This design comes from an exercise in tuning for small area on the open sky130 flow, not from production work.
Power is estimated from default activity; no workload was simulated.

## epsilon
// digital_voting_system_top
module digital_voting_system_top (
    input wire master_clk,
    input wire reset,
    input wire [7:0] voter_id_input,
    input wire [3:0] candidate_selection,
    input wire submit_vote,
    input wire authenticate_voter,
    input wire display_results_request,
    input wire system_enable,
    output wire [7:0] system_status,
    output wire [7:0] current_voter_id,
    output wire [3:0] current_candidate,
    output wire vote_accepted,
    output wire vote_rejected,
    output wire system_ready,
    output wire [15:0] total_votes_cast,
    output wire [3:0] winning_candidate_id,
    output wire [15:0] winning_candidate_votes,
    output wire results_available,
    output wire [7:0] error_code
);
    voting_system_controller voting_sys (
        .clk(master_clk),
        .reset(reset),
        .voter_id_input(voter_id_input),
        .candidate_selection(candidate_selection),
        .submit_vote(submit_vote),
        .authenticate_voter(authenticate_voter),
        .display_results_request(display_results_request),
        .system_enable(system_enable),
        .system_status(system_status),
        .current_voter_id(current_voter_id),
        .current_candidate(current_candidate),
        .vote_accepted(vote_accepted),
        .vote_rejected(vote_rejected),
        .system_ready(system_ready),
        .total_votes_cast(total_votes_cast),
        .winning_candidate_id(winning_candidate_id),
        .winning_candidate_votes(winning_candidate_votes),
        .results_available(results_available),
        .error_code(error_code)
    );
endmodule
Settings: LEC_CHECK=0, CAP_MARGIN=20, CORE_MARGIN=2, CORE_UTILIZATION=40, SLEW_MARGIN=20; clock period 7.0 ns.
standard.sh (not shown) runs the stock make flow with config.mk's settings and CLKGATE_MAP_FILE= SYNTH_SCRIPT=/design/flow/synth_recipe.tcl, a recipe that flattens the netlist after the stock synthesis.
==> flow/flow/run.sh <==
#!/bin/bash
# Own layout flow: the standard synthesis, then an area-oriented re-mapping of
# the combinational logic (flip-flops, half adders and tie cells are kept as
# the standard synthesis made them), then the standard ORFS layout steps with
# small port buffers and a clock tree without dummy loads.
set -euo pipefail
W=$(pwd)
F=$W/flow
R=$W/orfs/results/${FLOW_PLATFORM}/digital_voting_system_top/base
LIB=$FLOW_HOME/platforms/${FLOW_PLATFORM}/lib/sky130_fd_sc_hd__tt_025C_1v80.lib

bash standard.sh synth > $W/synth.log 2>&1

cp $R/1_2_yosys.v $W/standard_1_2_yosys.v
REMAP_LIB=$LIB REMAP_TOP=$FLOW_TOP REMAP_IN=$W/standard_1_2_yosys.v \
REMAP_OUT=$W/remap.v REMAP_ABC=$F/abc_area.script \
    yosys -c $F/remap.tcl > $W/remap.log 2>&1
cp $W/remap.v $R/1_2_yosys.v
rm -f $R/1_synth.odb $R/1_synth.sdc

export BUFFER_PORTS_ARGS="-buffer_cell sky130_fd_sc_hd__buf_1"
export CTS_ARGS="-sink_clustering_enable -repair_clock_nets -dont_use_dummy_load"
bash standard.sh > $W/layout.log 2>&1
==> flow/flow/abc_area.script <==
strash
&get -n
&st
&dch
&nf -R 1000
&put
topo
==> flow/flow/remap.tcl <==
yosys -import
set lib $::env(REMAP_LIB)
set top $::env(REMAP_TOP)
read_liberty -wb -ignore_miss_func $lib
read_verilog $::env(REMAP_IN)
hierarchy -top $top
# keep sequential cells, adders and ties as they are
setattr -mod -set keep_hierarchy 1 =sky130_fd_sc_hd__df* =sky130_fd_sc_hd__ha_* =sky130_fd_sc_hd__fa_* =sky130_fd_sc_hd__conb_*
flatten -wb
opt_clean -purge
tee -o $::env(REMAP_OUT).pre.stat stat -liberty $lib
abc -script $::env(REMAP_ABC) -liberty $lib -dont_use sky130_fd_sc_hd__probe_p_8 -dont_use sky130_fd_sc_hd__probec_p_8 -dont_use sky130_fd_sc_hd__lpflow_*
opt_clean -purge
hilomap -singleton -hicell sky130_fd_sc_hd__conb_1 HI -locell sky130_fd_sc_hd__conb_1 LO
splitnets
opt_clean -purge
tee -o $::env(REMAP_OUT).stat stat -liberty $lib
select -module $top
write_verilog -noattr -noexpr -nohex -nodec -selected $::env(REMAP_OUT)
epsilon: complete, dirty (negative setup slack)
#### Input delta (beta over epsilon)
==> flow/run.sh (new file) <==
#!/bin/bash
# synth_recipe.tcl (not shown) runs the flow's synth.tcl, then flattens the netlist and writes it again
# the make line also repeats each setting of config.mk as NAME=value (left out here)
make -C /OpenROAD-flow-scripts/flow DESIGN_CONFIG=/design/flow/config.mk WORK_HOME=/design/flow/orfs CLKGATE_MAP_FILE= SYNTH_SCRIPT=/design/flow/synth_recipe.tcl finish
removed: flow/flow/run.sh
removed: flow/flow/abc_area.script
removed: flow/flow/remap.tcl
removed: flow/standard.sh
Of beta and epsilon, none finishes clean.
Although beta finished all stages, its layout failed final checks on negative setup slack.
Complete run, failing final checks: epsilon, reason negative setup slack.
Side by side, count of clock-buffer cells in the layout turned out higher in beta than in epsilon.
Diff beta and epsilon: slack of the critical path higher in beta
When beta is measured against epsilon, its routing usage on met3 turns out 1.5 points lower.
Between epsilon and beta, the flow reports number of filler cells placed in the layout increasing by more than a quarter.
On total half-perimeter wirelength after legalization and detailed placement, epsilon beats beta.
Measured against beta, the number of cells in the design after placement of epsilon comes out at 0.873 times the reference value.
The fmax in beta is 1.14 times that in epsilon.
Of beta and epsilon, the lower inverter count of the layout excluding clock inverters belongs to epsilon.
Wire: beta routes more than epsilon
Sort beta and epsilon by sequential share of power, ascending, and beta comes first.
No functional check of the RTL was part of any run of this note.

separate check: timing with driven ports:
No port has a modelled driver above. Below, the same layouts with a new extraction and two added sets of constraints. Step 1 (the two cells are an assumption about what drives the block):
set clk [get_ports {master_clk}]
set_driving_cell -lib_cell sky130_fd_sc_hd__clkbuf_16 $clk
set_driving_cell -lib_cell sky130_fd_sc_hd__buf_2 [delete_from_list [all_inputs] $clk]
Step 2, shift: input delay + t, output delay - t, t = (earliest + latest rising clock arrival at the registers) / 2. This alone moves slack from input paths to output paths. Slacks: ideal ports / drivers / drivers and shift; pairs: ideal ports / drivers.
run	shift t [ns]	setup slack, ns	worst setup path after step 2	worst data-port slew with drivers (ns)
epsilon	0.453	-1.545 / -1.545 / -1.545	register to register	0.04
beta	0.472	-0.472 / -0.472 / -0.472	register to register	0.05
